This design comes from an exercise in tuning for small area, a short achievable clock period and few clock cycles on the open sky130 flow, not from production work. Function was checked by simulation only, so behaviour that the tests miss may differ from the original.

## flow/design.v (module list and top-level ports; edited modules follow where they fit)
// module HAMMING_IP: 66 lines
// module MDC: 1829 lines
module MDC(clk, rst_n, in_valid, in_data, in_mode, out_valid, out_data);
  // ...
==> flow/flow/run.sh <==
#!/bin/bash
set -euo pipefail
bash standard.sh SETUP_SLACK_MARGIN=7 TNS_END_PERCENT=25 \
  "BUFFER_PORTS_ARGS=-buffer_cell sky130_fd_sc_hd__buf_2" finish > standard.log 2>&1
==> flow/standard.sh <==
#!/bin/bash
# synth_recipe.tcl (not shown) runs the flow's synth.tcl, then flattens the netlist and writes it again
# the make line also repeats each setting of config.mk as NAME=value (left out here)
make -C /OpenROAD-flow-scripts/flow DESIGN_CONFIG=/design/flow/config.mk WORK_HOME=/design/flow/orfs CLKGATE_MAP_FILE= SYNTH_SCRIPT=/design/flow/synth_recipe.tcl "${@:-finish}"
==> flow/config.mk <==
export PLATFORM = sky130hd
export DESIGN_NAME = MDC
export DESIGN_NICKNAME = MDC
export VERILOG_FILES = /design/flow/design.v
export SDC_FILE = /design/flow/constraint.sdc
export NUM_CORES = 4
export LEC_CHECK = 0
export CAP_MARGIN = 20
export CORE_MARGIN = 2
export CORE_UTILIZATION = 45
export SLEW_MARGIN = 20
==> flow/constraint.sdc <==
create_clock -name core_clock -period 11.0 [get_ports {clk}]
set_input_delay 2.2000 -clock core_clock [delete_from_list [all_inputs] [get_ports {clk}]]
set_output_delay 2.2000 -clock core_clock [all_outputs]
set_load 0.01 [all_outputs]
==> flow_summary.html, run 1 <==
<table>
<tr><th>Metric</th><th>Value</th></tr>
<tr><th colspan="2">Synth</th></tr>
<tr><td>FFs w/ async S/R, synth</td><td>6.008%</td></tr>
<tr><td>Nets in the synthesized netlist</td><td>5861</td></tr>
<tr><td>Mux share of post-synthesis cell area</td><td>1.351%</td></tr>
<tr><th colspan="2">Clock network</th></tr>
<tr><td>Clk Latency, worst-skew pair</td><td>0.74 ns</td></tr>
<tr><td>Largest buffer count on any clock path</td><td>3</td></tr>
<tr><th colspan="2">Layout</th></tr>
<tr><td># fillers</td><td>10703</td></tr>
<tr><td>Register share of the cell area</td><td>32.12%</td></tr>
<tr><td>Dominant kind of cell</td><td>multi-input gates</td></tr>
<tr><td>Fraction of area in multi-input gates</td><td>51.22%</td></tr>
<tr><th colspan="2">GRT</th></tr>
<tr><td>Routing usage on met3</td><td>15.00%</td></tr>
<tr><td>GR Overflow Total</td><td>0</td></tr>
<tr><th colspan="2">Die</th></tr>
<tr><td>Placeable core region</td><td>115700 um2</td></tr>
<tr><td>Total number of tap cells</td><td>1524</td></tr>
<tr><td>Site Rows</td><td>125</td></tr>
<tr><th colspan="2">Critical path</th></tr>
<tr><td>Crit-path leading delay family</td><td>compound AO/OA/AOI/OAI gates</td></tr>
<tr><td>Count of buffering cells on the critical path with inverters included</td><td>2</td></tr>
<tr><td>Peak per-stage delay on the critical path</td><td>0.88 ns</td></tr>
<tr><td>Worst Path Required</td><td>8.80 ns</td></tr>
<tr><th colspan="2">Place</th></tr>
<tr><td>HPWL reported at the end of detailed placement</td><td>186000 um</td></tr>
<tr><th colspan="2">Detailed routing</th></tr>
<tr><td>Routed length on met2</td><td>107300 um</td></tr>
<tr><td>Wire length on met1</td><td>86580 um</td></tr>
<tr><th colspan="2">Outcome</th></tr>
<tr><td>Result of the run</td><td>complete, no violations</td></tr>
</table>
Testbench counts, summed over its fixed seeds: cycles 33,619.
==> run 2: changes to the inputs <==
--- a/flow/config.mk
+++ b/flow/config.mk
@@ -10,2 +10,2 @@
 export CORE_UTILIZATION = 45
-export SLEW_MARGIN = 20
+export SLEW_MARGIN = 60
==> run 2 against run 1 <==
Effect of this change:
- design area grew 0.87%
- hold slack gained 0.0098 ns
- setup slack gained 0.37 ns
- sequential cell count is the same
- critical path type unchanged
- register-to-register slack gained 0.06 ns
- maximum frequency grew 8.7%
- via count is essentially flat
- still clean on timing, DRC and antenna
- synthesized cell count is the same
==> flow_summary.html, run 2 <==
<table>
<tr><th>Metric</th><th>Value</th></tr>
<tr><th colspan="2">Timing</th></tr>
<tr><td>Crit path time final</td><td>4.308 ns (was 4.681 ns)</td></tr>
<tr><td>Max-slew violations</td><td>0 (unchanged)</td></tr>
<tr><td>Final worst path period share</td><td>39.16% (was 42.56%)</td></tr>
<tr><td>Final-report setup violation count</td><td>0 (unchanged)</td></tr>
<tr><td>Setup Total Neg Slack</td><td>0 ns (unchanged)</td></tr>
<tr><td>Final hold violations</td><td>0 (unchanged)</td></tr>
<tr><td>Fmax achieved</td><td>0.2321 GHz (was 0.2136 GHz)</td></tr>
<tr><td>RSZ-0062 raised after global routing</td><td>true (unchanged)</td></tr>
<tr><td>Final clock skew</td><td>0.03105 ns (was 0.03367 ns)</td></tr>
<tr><td>Worst slew pin tran</td><td>0.6806 ns (was 1.250 ns)</td></tr>
<tr><td>Relative slew margins</td><td>54.63% (was 16.39%)</td></tr>
<tr><td>Worst path setup slack after routing</td><td>6.692 ns (was 6.319 ns)</td></tr>
<tr><th colspan="2">Clock network</th></tr>
<tr><td>Total number of H-tree levels</td><td>3 (unchanged)</td></tr>
<tr><td>Clock tree sinks</td><td>749 (unchanged)</td></tr>
<tr><td>Largest buffer count on any clock path</td><td>3 (unchanged)</td></tr>
<tr><td>CTS tree</td><td>built (unchanged)</td></tr>
<tr><td>Clk Latency, worst-skew pair</td><td>0.72 ns (was 0.74 ns)</td></tr>
<tr><td>Total clock buffers created by CTS</td><td>83 (was 85)</td></tr>
<tr><td>Register clock-pin slew on the reported worst setup and hold paths</td><td>0.06 ns (about the same)</td></tr>
<tr><td>Root buf cell</td><td>sky130_fd_sc_hd__clkbuf_16 (unchanged)</td></tr>
<tr><th colspan="2">Layout</th></tr>
<tr><td>Layout net count</td><td>5930 (was 5905)</td></tr>
<tr><td>Most frequent cells in the layout</td><td>sky130_fd_sc_hd__inv_1, sky130_fd_sc_hd__nand2_1, sky130_fd_sc_hd__a22oi_1 (unchanged)</td></tr>
<tr><td>Top Registers</td><td>U0_C: 46 flops, U0_S: 46 flops (unchanged)</td></tr>
<tr><td>Commonest non-fill, non-tap cell in the layout</td><td>sky130_fd_sc_hd__inv_1 (unchanged)</td></tr>
<tr><td>Total non-filler cell area in the finished layout</td><td>59500 um2 (was 58980 um2)</td></tr>
<tr><td>Fraction of layout cells with a size suffix above 1</td><td>15.01% (was 12.76%)</td></tr>
<tr><td># fillers</td><td>10722 (was 10703)</td></tr>
<tr><td>Signed area change from the synthesized netlist to the final layout</td><td>13.73% (was 12.75%)</td></tr>
<tr><th colspan="2">GRT</th></tr>
<tr><td>First-pass GRT wire length</td><td>348400 um (was 349900 um)</td></tr>
<tr><td>Total track usage</td><td>41.50% (was 41.90%)</td></tr>
<tr><td>GR Overflow Total</td><td>0 (unchanged)</td></tr>
<tr><td>Antenna violations before repair</td><td>13 (was 16)</td></tr>
<tr><td>Maximum number of pins on one net before global-route repair</td><td>67 (unchanged)</td></tr>
<tr><td>Number of global-route vias before repair</td><td>45241 (was 45058)</td></tr>
<tr><th colspan="2">Synth</th></tr>
<tr><td>Synth Warn #</td><td>1 (unchanged)</td></tr>
<tr><td>Commonest cells in the netlist</td><td>sky130_fd_sc_hd__nand2_1, sky130_fd_sc_hd__inv_1, sky130_fd_sc_hd__a22oi_1 (unchanged)</td></tr>
<tr><td>Main combinational cell family by area after synthesis</td><td>compound AO/OA/AOI/OAI gates (unchanged)</td></tr>
<tr><td>Fraction of the mapped netlist area in simple logic gates</td><td>8.610% (unchanged)</td></tr>
<tr><td>Cell area after synthesis</td><td>52310 um2 (unchanged)</td></tr>
<tr><td>Cells taking the most area after synthesis</td><td>sky130_fd_sc_hd__edfxtp_1, sky130_fd_sc_hd__fa_1, sky130_fd_sc_hd__dfxtp_1, sky130_fd_sc_hd__a22oi_1, sky130_fd_sc_hd__xnor2_1 (unchanged)</td></tr>
<tr><td>Top cell type by total area after synthesis</td><td>sky130_fd_sc_hd__edfxtp_1 (unchanged)</td></tr>
<tr><td>Cell with the most instances after synthesis</td><td>sky130_fd_sc_hd__nand2_1 (unchanged)</td></tr>
<tr><td>Synth unique cells</td><td>80 (unchanged)</td></tr>
<tr><td>Mux share of post-synthesis cell area</td><td>1.351% (unchanged)</td></tr>
<tr><td>Xor and xnor fraction of the mapped netlist area</td><td>7.993% (unchanged)</td></tr>
<tr><td>Synthesized-area fraction occupied by ao, oa, aoi and oai cells</td><td>21.61% (unchanged)</td></tr>
<tr><td>Prevailing post-synth register cell</td><td>sky130_fd_sc_hd__edfxtp_1 (unchanged)</td></tr>
<tr><td>Number of flops mapped to enable cells by yosys</td><td>367 (unchanged)</td></tr>
<tr><td>Sequential area share after synthesis</td><td>36.12% (unchanged)</td></tr>
<tr><td>#FFs+latches synth</td><td>749 (unchanged)</td></tr>
<tr><td>Mean area per synthesized cell</td><td>9.828 um2 (unchanged)</td></tr>
<tr><td>FFs w/ async S/R, synth</td><td>6.008% (unchanged)</td></tr>
<tr><td>Portion of synthesized cell area occupied by the leading cell type</td><td>21.07% (unchanged)</td></tr>
<tr><td>Nets in the synthesized netlist</td><td>5861 (unchanged)</td></tr>
<tr><td>Fraction of the mapped netlist area in adder cells</td><td>17.31% (unchanged)</td></tr>
<tr><td>Gate Count Post-Synth</td><td>5323 (unchanged)</td></tr>
<tr><th colspan="2">Detailed routing</th></tr>
<tr><td>DRT antenna net count</td><td>0 (unchanged)</td></tr>
<tr><td>Length of the first detailed-routing pass in iterations</td><td>13 (was 15)</td></tr>
<tr><td>WL final</td><td>252400 um (was 254400 um)</td></tr>
<tr><td>Number of vias in the routed layout</td><td>47673 (was 47714)</td></tr>
<tr><td>Initial DRC count</td><td>9030 (was 8773)</td></tr>
<tr><td>Vias per cell</td><td>6.813 (was 6.840)</td></tr>
<tr><td>Count of unresolved DRC violations after routing</td><td>0 (unchanged)</td></tr>
<tr><td>Routed length per placed instance</td><td>36.08 um (was 36.47 um)</td></tr>
<tr><th colspan="2">Die</th></tr>
<tr><td>Number of placed I/O pins</td><td>235 (unchanged)</td></tr>
<tr><td>Full die area</td><td>119000 um2 (unchanged)</td></tr>
<tr><td>Initial Utilization</td><td>45.20% (unchanged)</td></tr>
<tr><td>Y dimension of the die</td><td>345.0 um (unchanged)</td></tr>
<tr><td>Site Rows</td><td>125 (unchanged)</td></tr>
<tr><td>Die width</td><td>345.0 um (unchanged)</td></tr>
<tr><td>Placeable core region</td><td>115700 um2 (unchanged)</td></tr>
<tr><th colspan="2">Critical path</th></tr>
<tr><td>Worst R2R End</td><td>U0_B[29] (was U0_S[11])</td></tr>
<tr><td>Startpoint Class</td><td>flop (unchanged)</td></tr>
<tr><td>Cells traversed along the worst timing path</td><td>clkbuf_16 -&gt; a221o_1 -&gt; buf_2 (was a222oi_1 -&gt; inv_1 -&gt; buf_2)</td></tr>
<tr><td>Worst reg2reg setup slack</td><td>6.99 ns (was 6.93 ns)</td></tr>
<tr><td>Count of buffering cells on the critical path with inverters included</td><td>2 (unchanged)</td></tr>
<tr><td>Worst Path Arrival</td><td>2.11 ns (was 2.48 ns)</td></tr>
<tr><td>Reg2reg path depth</td><td>10 (was 9)</td></tr>
<tr><td>Critical-path top delay cell</td><td>sky130_fd_sc_hd__dfrtp_4 (was sky130_fd_sc_hd__a222oi_1)</td></tr>
<tr><td>Peak per-stage delay on the critical path</td><td>0.61 ns (was 0.88 ns)</td></tr>
<tr><td>Crit. End Element</td><td>output pin (unchanged)</td></tr>
<tr><td>Startpoint of the worst register-to-register path</td><td>U1_C[10] (was U0_neg[1])</td></tr>
<tr><td>Maximum fanout along the worst path</td><td>22 (was 2)</td></tr>
<tr><td>Worst Path Required</td><td>8.80 ns (about the same)</td></tr>
<tr><td>Crit-path leading delay family</td><td>flip-flops (was compound AO/OA/AOI/OAI gates)</td></tr>
<tr><td>Critical Setup Path Class</td><td>reg2out (unchanged)</td></tr>
<tr><th colspan="2">Outcome</th></tr>
<tr><td>Result of the run</td><td>complete, no violations (unchanged)</td></tr>
<tr><th colspan="2">Place</th></tr>
<tr><td>Placement-stage worst setup slack</td><td>6.419 ns (was 6.363 ns)</td></tr>
<tr><td>Total placed instance area</td><td>55650 um2 (was 54750 um2)</td></tr>
<tr><td>Number of buffers added on ports</td><td>234 (unchanged)</td></tr>
<tr><td>HPWL reported at the end of detailed placement</td><td>188000 um (was 186000 um)</td></tr>
<tr><td>RePlAce Congestion</td><td>1.070 (unchanged)</td></tr>
<tr><th colspan="2">Hold path</th></tr>
<tr><td>Worst Hold End</td><td>U0_C[0] (unchanged)</td></tr>
<tr><td>Hold Path Origin</td><td>U1_C[0] (unchanged)</td></tr>
<tr><td>Number of instances on the worst hold path</td><td>1 (unchanged)</td></tr>
<tr><td>HP Class</td><td>reg2reg (unchanged)</td></tr>
<tr><th colspan="2">Job</th></tr>
<tr><td>Number of maximum-capacitance violations</td><td>0 (unchanged)</td></tr>
</table>
[run 2: cells by family after synthesis]
family	count (synthesis)
AO/OA/AOI/OAI	1534
XOR/XNOR	475
adder cells (fa/ha/maj)	512
buffers and inverters	976
flip-flops	749
multiplexers	68
AND/OR/NAND/NOR	1009
[run 2: worst max-delay path by stage]
stage / slack, ns / depth (start not counted) / startpoint / end
3_5_place_dp: 6.42 / 11 / in_data[5] / U0_two[4]
3_3_place_gp: 6.32 / 9 / in_data[8] / U0_one[5]
5_1_grt: 6.71 / 3 / s4b / out_data[72]
6_report: 6.69 / 3 / s4b / out_data[74]
2_1_floorplan: 6.90 / 10 / in_data[5] / U0_two[3]
4_1_cts: 6.73 / 3 / s4b / out_data[70]
[run 2: repair_timing]
action | 4_1_cts | 5_1_grt
buffers inserted | 13 | 21
endpoints found under the hold margin | 0 | 0
cloned | 1 | 3
pin swaps | 9 | 15
resized for setup | 22 | 46
endpoints found under the setup margin | 205 | 215
hold buffers | 0 | 0
[run 2: layer usage]
layer | track usage, % | share of wire [%] | up-vias
met3 | 14.94 | 14 | 1083
met2 | 61.19 | 43 | 3909
li1 | - | - | 19163
met1 | 49.41 | 34 | 23504
met4 | 31.57 | 9.7 | 14
met5 | 0.4808 | 0.11 | -
[run 2: final cells by class]
type	count	area [um2]	area share [%]
repair buffers	431	3114	5.234
well taps	1524	1907	3.205
flip-flops and latches	749	19050	32.01
diodes	10	25.02	0.04206
multi-input cells	3600	30550	51.34
inverters	527	1983	3.333
clock inverters	43	518.0	0.8706
clock buffers	113	2355	3.958
[run 2: stage by stage]
step / hold slack (ns) / utilization (%) / cells
final: 0.5205 / 51.41 / 6997
after global placement: 0.4863 / 47.29 / 6742
after detailed placement: 0.5020 / 48.08 / 6778
after global routing: 0.5556 / 51.39 / 6990
after floorplan: 0.4565 / - / 5323
after CTS: 0.5139 / 50.77 / 6948
==> run 3: changes to the inputs <==
==> flow/flow/run.sh (replaced) <==
#!/bin/bash
set -euo pipefail
bash standard.sh SETUP_SLACK_MARGIN=6.75 TNS_END_PERCENT=25 \
  "BUFFER_PORTS_ARGS=-buffer_cell sky130_fd_sc_hd__buf_2" finish > standard.log 2>&1
==> run 3 against run 2 <==
Effect of this change:
- via count shrank 0.22%
- critical path type unchanged
- count of clock-buffer cells in the layout grew 8
==> flow_summary.html, run 3 <==
<table>
<tr><th>Metric</th><th>Value</th></tr>
<tr><th colspan="2">Layout</th></tr>
<tr><td>Total non-filler cell area in the finished layout</td><td>59460 um2 (was 59500 um2)</td></tr>
<tr><td># fillers</td><td>10662 (was 10722)</td></tr>
<tr><td>Most frequent cells in the layout</td><td>sky130_fd_sc_hd__nand2_1, sky130_fd_sc_hd__inv_1, sky130_fd_sc_hd__a22oi_1 (was sky130_fd_sc_hd__inv_1, sky130_fd_sc_hd__nand2_1, sky130_fd_sc_hd__a22oi_1)</td></tr>
<tr><td>Core utilization of the finished layout</td><td>51.37% (was 51.41%)</td></tr>
<tr><td>Fraction of layout cells with a size suffix above 1</td><td>14.36% (was 15.01%)</td></tr>
<tr><td>Layout net count</td><td>5921 (was 5930)</td></tr>
<tr><td>Top Registers</td><td>U0_C: 46 flops, U0_S: 46 flops (unchanged)</td></tr>
<tr><td>Commonest non-fill, non-tap cell in the layout</td><td>sky130_fd_sc_hd__nand2_1 (was sky130_fd_sc_hd__inv_1)</td></tr>
<tr><td>Signed area change from the synthesized netlist to the final layout</td><td>13.66% (was 13.73%)</td></tr>
<tr><th colspan="2">Detailed routing</th></tr>
<tr><td>Routed length per placed instance</td><td>36.56 um (was 36.08 um)</td></tr>
<tr><td>Length of the first detailed-routing pass in iterations</td><td>14 (was 13)</td></tr>
<tr><td>DRT antenna net count</td><td>0 (unchanged)</td></tr>
<tr><td>WL final</td><td>255800 um (was 252400 um)</td></tr>
<tr><td>Initial DRC count</td><td>8167 (was 9030)</td></tr>
<tr><td>Vias per cell</td><td>6.797 (was 6.813)</td></tr>
<tr><td>Number of vias in the routed layout</td><td>47568 (was 47673)</td></tr>
<tr><td>Count of unresolved DRC violations after routing</td><td>0 (unchanged)</td></tr>
<tr><th colspan="2">Synth</th></tr>
<tr><td>Nets in the synthesized netlist</td><td>5861 (unchanged)</td></tr>
<tr><td>#FFs+latches synth</td><td>749 (unchanged)</td></tr>
<tr><td>FFs w/ async S/R, synth</td><td>6.008% (unchanged)</td></tr>
<tr><td>Gate Count Post-Synth</td><td>5323 (unchanged)</td></tr>
<tr><td>Cell area after synthesis</td><td>52310 um2 (unchanged)</td></tr>
<tr><td>Top cell type by total area after synthesis</td><td>sky130_fd_sc_hd__edfxtp_1 (unchanged)</td></tr>
<tr><td>Portion of synthesized cell area occupied by the leading cell type</td><td>21.07% (unchanged)</td></tr>
<tr><td>Commonest cells in the netlist</td><td>sky130_fd_sc_hd__nand2_1, sky130_fd_sc_hd__inv_1, sky130_fd_sc_hd__a22oi_1 (unchanged)</td></tr>
<tr><td>Number of flops mapped to enable cells by yosys</td><td>367 (unchanged)</td></tr>
<tr><td>Sequential area share after synthesis</td><td>36.12% (unchanged)</td></tr>
<tr><td>Synth unique cells</td><td>80 (unchanged)</td></tr>
<tr><td>Cell with the most instances after synthesis</td><td>sky130_fd_sc_hd__nand2_1 (unchanged)</td></tr>
<tr><td>Cells taking the most area after synthesis</td><td>sky130_fd_sc_hd__edfxtp_1, sky130_fd_sc_hd__fa_1, sky130_fd_sc_hd__dfxtp_1, sky130_fd_sc_hd__a22oi_1, sky130_fd_sc_hd__xnor2_1 (unchanged)</td></tr>
<tr><td>Prevailing post-synth register cell</td><td>sky130_fd_sc_hd__edfxtp_1 (unchanged)</td></tr>
<tr><td>Mean area per synthesized cell</td><td>9.828 um2 (unchanged)</td></tr>
<tr><td>Synth Warn #</td><td>1 (unchanged)</td></tr>
<tr><th colspan="2">Critical path</th></tr>
<tr><td>Count of buffering cells on the critical path with inverters included</td><td>2 (unchanged)</td></tr>
<tr><td>Crit. End Element</td><td>output pin (unchanged)</td></tr>
<tr><td>Startpoint Class</td><td>flop (unchanged)</td></tr>
<tr><td>Critical Setup Path Class</td><td>reg2out (unchanged)</td></tr>
<tr><td>Worst Path Arrival</td><td>2.19 ns (was 2.11 ns)</td></tr>
<tr><td>Worst Path Required</td><td>8.80 ns (about the same)</td></tr>
<tr><td>Crit-path leading delay family</td><td>flip-flops (unchanged)</td></tr>
<tr><td>Critical-path top delay cell</td><td>sky130_fd_sc_hd__dfrtp_4 (unchanged)</td></tr>
<tr><td>Peak per-stage delay on the critical path</td><td>0.63 ns (was 0.61 ns)</td></tr>
<tr><td>Cells traversed along the worst timing path</td><td>buf_12 -&gt; a221o_1 -&gt; buf_2 (was clkbuf_16 -&gt; a221o_1 -&gt; buf_2)</td></tr>
<tr><td>Maximum fanout along the worst path</td><td>33 (was 22)</td></tr>
<tr><th colspan="2">Timing</th></tr>
<tr><td>Crit path time final</td><td>4.388 ns (was 4.308 ns)</td></tr>
<tr><td>RSZ-0062 raised after global routing</td><td>true (unchanged)</td></tr>
<tr><td>Final worst path period share</td><td>39.89% (was 39.16%)</td></tr>
<tr><td>Fmax achieved</td><td>0.2279 GHz (was 0.2321 GHz)</td></tr>
<tr><td>Relative slew margins</td><td>53.10% (was 54.63%)</td></tr>
<tr><td>Final hold violations</td><td>0 (unchanged)</td></tr>
<tr><td>Final clock skew</td><td>0.03122 ns (was 0.03105 ns)</td></tr>
<tr><td>Worst slew pin tran</td><td>0.7035 ns (was 0.6806 ns)</td></tr>
<tr><td>Setup Total Neg Slack</td><td>0 ns (unchanged)</td></tr>
<tr><td>Max-slew violations</td><td>0 (unchanged)</td></tr>
<tr><td>Final-report setup violation count</td><td>0 (unchanged)</td></tr>
<tr><th colspan="2">Die</th></tr>
<tr><td>Y dimension of the die</td><td>345.0 um (unchanged)</td></tr>
<tr><td>Placeable core region</td><td>115700 um2 (unchanged)</td></tr>
<tr><td>Initial Utilization</td><td>45.20% (unchanged)</td></tr>
<tr><td>Site Rows</td><td>125 (unchanged)</td></tr>
<tr><td>Number of placed I/O pins</td><td>235 (unchanged)</td></tr>
<tr><td>Die width</td><td>345.0 um (unchanged)</td></tr>
<tr><td>Full die area</td><td>119000 um2 (unchanged)</td></tr>
<tr><th colspan="2">GRT</th></tr>
<tr><td>Number of global-route vias before repair</td><td>45881 (was 45241)</td></tr>
<tr><td>Maximum number of pins on one net before global-route repair</td><td>67 (unchanged)</td></tr>
<tr><td>Total track usage</td><td>42.27% (was 41.50%)</td></tr>
<tr><td>Antenna violations before repair</td><td>23 (was 13)</td></tr>
<tr><td>First-pass GRT wire length</td><td>353200 um (was 348400 um)</td></tr>
<tr><td>GR Overflow Total</td><td>0 (unchanged)</td></tr>
<tr><th colspan="2">Place</th></tr>
<tr><td>RePlAce Congestion</td><td>1.057 (was 1.070)</td></tr>
<tr><td>Total placed instance area</td><td>55600 um2 (was 55650 um2)</td></tr>
<tr><td>HPWL reported at the end of detailed placement</td><td>191300 um (was 188000 um)</td></tr>
<tr><td>Number of buffers added on ports</td><td>234 (unchanged)</td></tr>
<tr><th colspan="2">Clock network</th></tr>
<tr><td>Total clock buffers created by CTS</td><td>89 (was 83)</td></tr>
<tr><td>Register clock-pin slew on the reported worst setup and hold paths</td><td>0.07 ns (was 0.06 ns)</td></tr>
<tr><td>CTS tree</td><td>built (unchanged)</td></tr>
<tr><td>Largest buffer count on any clock path</td><td>3 (unchanged)</td></tr>
<tr><td>Total number of H-tree levels</td><td>3 (unchanged)</td></tr>
<tr><td>Root buf cell</td><td>sky130_fd_sc_hd__clkbuf_16 (unchanged)</td></tr>
<tr><td>Hold buffers post-CTS</td><td>0 (unchanged)</td></tr>
<tr><td>Clock tree sinks</td><td>749 (unchanged)</td></tr>
<tr><td>Clk Latency, worst-skew pair</td><td>0.71 ns (was 0.72 ns)</td></tr>
<tr><th colspan="2">Outcome</th></tr>
<tr><td>Result of the run</td><td>complete, no violations (unchanged)</td></tr>
<tr><th colspan="2">Hold path</th></tr>
<tr><td>HP Class</td><td>reg2reg (unchanged)</td></tr>
<tr><th colspan="2">Job</th></tr>
<tr><td>Number of maximum-capacitance violations</td><td>0 (unchanged)</td></tr>
</table>
## run 3: cell counts after synthesis
No cell type changed its count.
## run 3: worst reg2reg max path, stage by stage (launching register included)
cell and delay (ns):
sky130_fd_sc_hd__dfxtp_1 0.42, sky130_fd_sc_hd__ha_1 0.28, sky130_fd_sc_hd__a211oi_1 0.49, sky130_fd_sc_hd__o311a_1 0.27
sky130_fd_sc_hd__o31a_1 0.39, sky130_fd_sc_hd__o21bai_2 0.21, sky130_fd_sc_hd__o2111a_1 0.32, sky130_fd_sc_hd__nor3_1 0.36
sky130_fd_sc_hd__or2_1 0.47, sky130_fd_sc_hd__o211ai_1 0.31, sky130_fd_sc_hd__o31a_1 0.50
## run 3: cell families after synthesis
kind of cell	share of synthesized area [%]
buffers and inverters	7.010
DFF	36.12
AOI/OAI and AO/OA	21.61
muxes	1.351
xor gates and xnor gates	7.993
and+or+nand+nor	8.610
adders and majority gates	17.31
## run 3: final timing paths
path | slack [ns] | start | end | depth (start not counted)
min in group asynchronous | 1.42 | rst_n | oe2[8] | 2
setup / recovery | 6.61 | s4a | out_data[131] | 3
hold / removal | 0.52 | U1_C[0] | U0_C[0] | 1
hold reg to reg | 0.52 | U1_C[0] | U0_C[0] | 1
setup reg to reg | 6.82 | U1_C[1] | U0_B[31] | 10
max in group asynchronous | 9.00 | rst_n | s4a | 3
## run 3: layout make-up
cell class / count / area, um2 / share of cell area (%)
antenna: 15 / 37.54 / 0.06313
clock buffer: 121 / 2500 / 4.204
clock inverter: 46 / 665.6 / 1.120
inverter: 527 / 1983 / 3.335
multi-input combinational: 3598 / 30390 / 51.12
sequential: 749 / 19020 / 31.99
tap: 1524 / 1907 / 3.207
timing repair buffer: 418 / 2950 / 4.962
## run 3: per-layer routing
layer  vias to the layer above  global-route usage, %  wire length (um)
met5                         -                      0                99
met4                        14                  34.90             26300
met3                      1133                  16.05             33730
met2                      3874                  61.88            108700
met1                     23396                  49.15             86990
li1                      19151                      -                 -
## run 3: timing repair
action | in CTS | in global routing
cloned | 3 | 0
pin swaps | 1 | 3
setup endpoints to repair | 136 | 126
setup buffers | 10 | 14
resized for setup | 10 | 9
## run 3: through the flow
| stage | worst slack (ns) | instances | hold WS (ns) |
|---|---|---|---|
| finish | 6.612 | 6998 | 0.5249 |
| global route | 6.624 | 6983 | 0.5501 |
| CTS | 6.627 | 6955 | 0.5229 |
| detailed placement | 6.397 | 6775 | 0.5040 |
| global placement | 6.085 | 6744 | 0.4956 |
| floorplan | 6.773 | 5323 | 0.4565 |

## afterwards: timing with drivers on the ports
No port has a modelled driver above. Below, the same layouts with a new extraction and two added sets of constraints. Step 1 (the two cells are an assumption about what drives the block):
set clk [get_ports {clk}]
set_driving_cell -lib_cell sky130_fd_sc_hd__clkbuf_16 $clk
set_driving_cell -lib_cell sky130_fd_sc_hd__buf_2 [delete_from_list [all_inputs] $clk]
Step 2, shift: input delay + t, output delay - t, t = (earliest + latest rising clock arrival at the registers) / 2. This alone moves slack from input paths to output paths. a / b / c = ideal / step 1 / step 2; a / b = the first two.
run	t, ns	slack for setup (ns)	latest minus earliest clock arrival (ns)
run 1	0.803	6.319 / 6.237 / 6.359	0.034 / 0.033
run 2	0.786	6.692 / 6.611 / 6.324	0.032 / 0.031
run 3	0.775	6.612 / 6.537 / 6.370	0.031 / 0.032
After both steps every run listed still meets setup and hold. The setup slack of run 2, which loses most, moves by -0.081 ns with the drivers and by -0.368 ns with both steps.
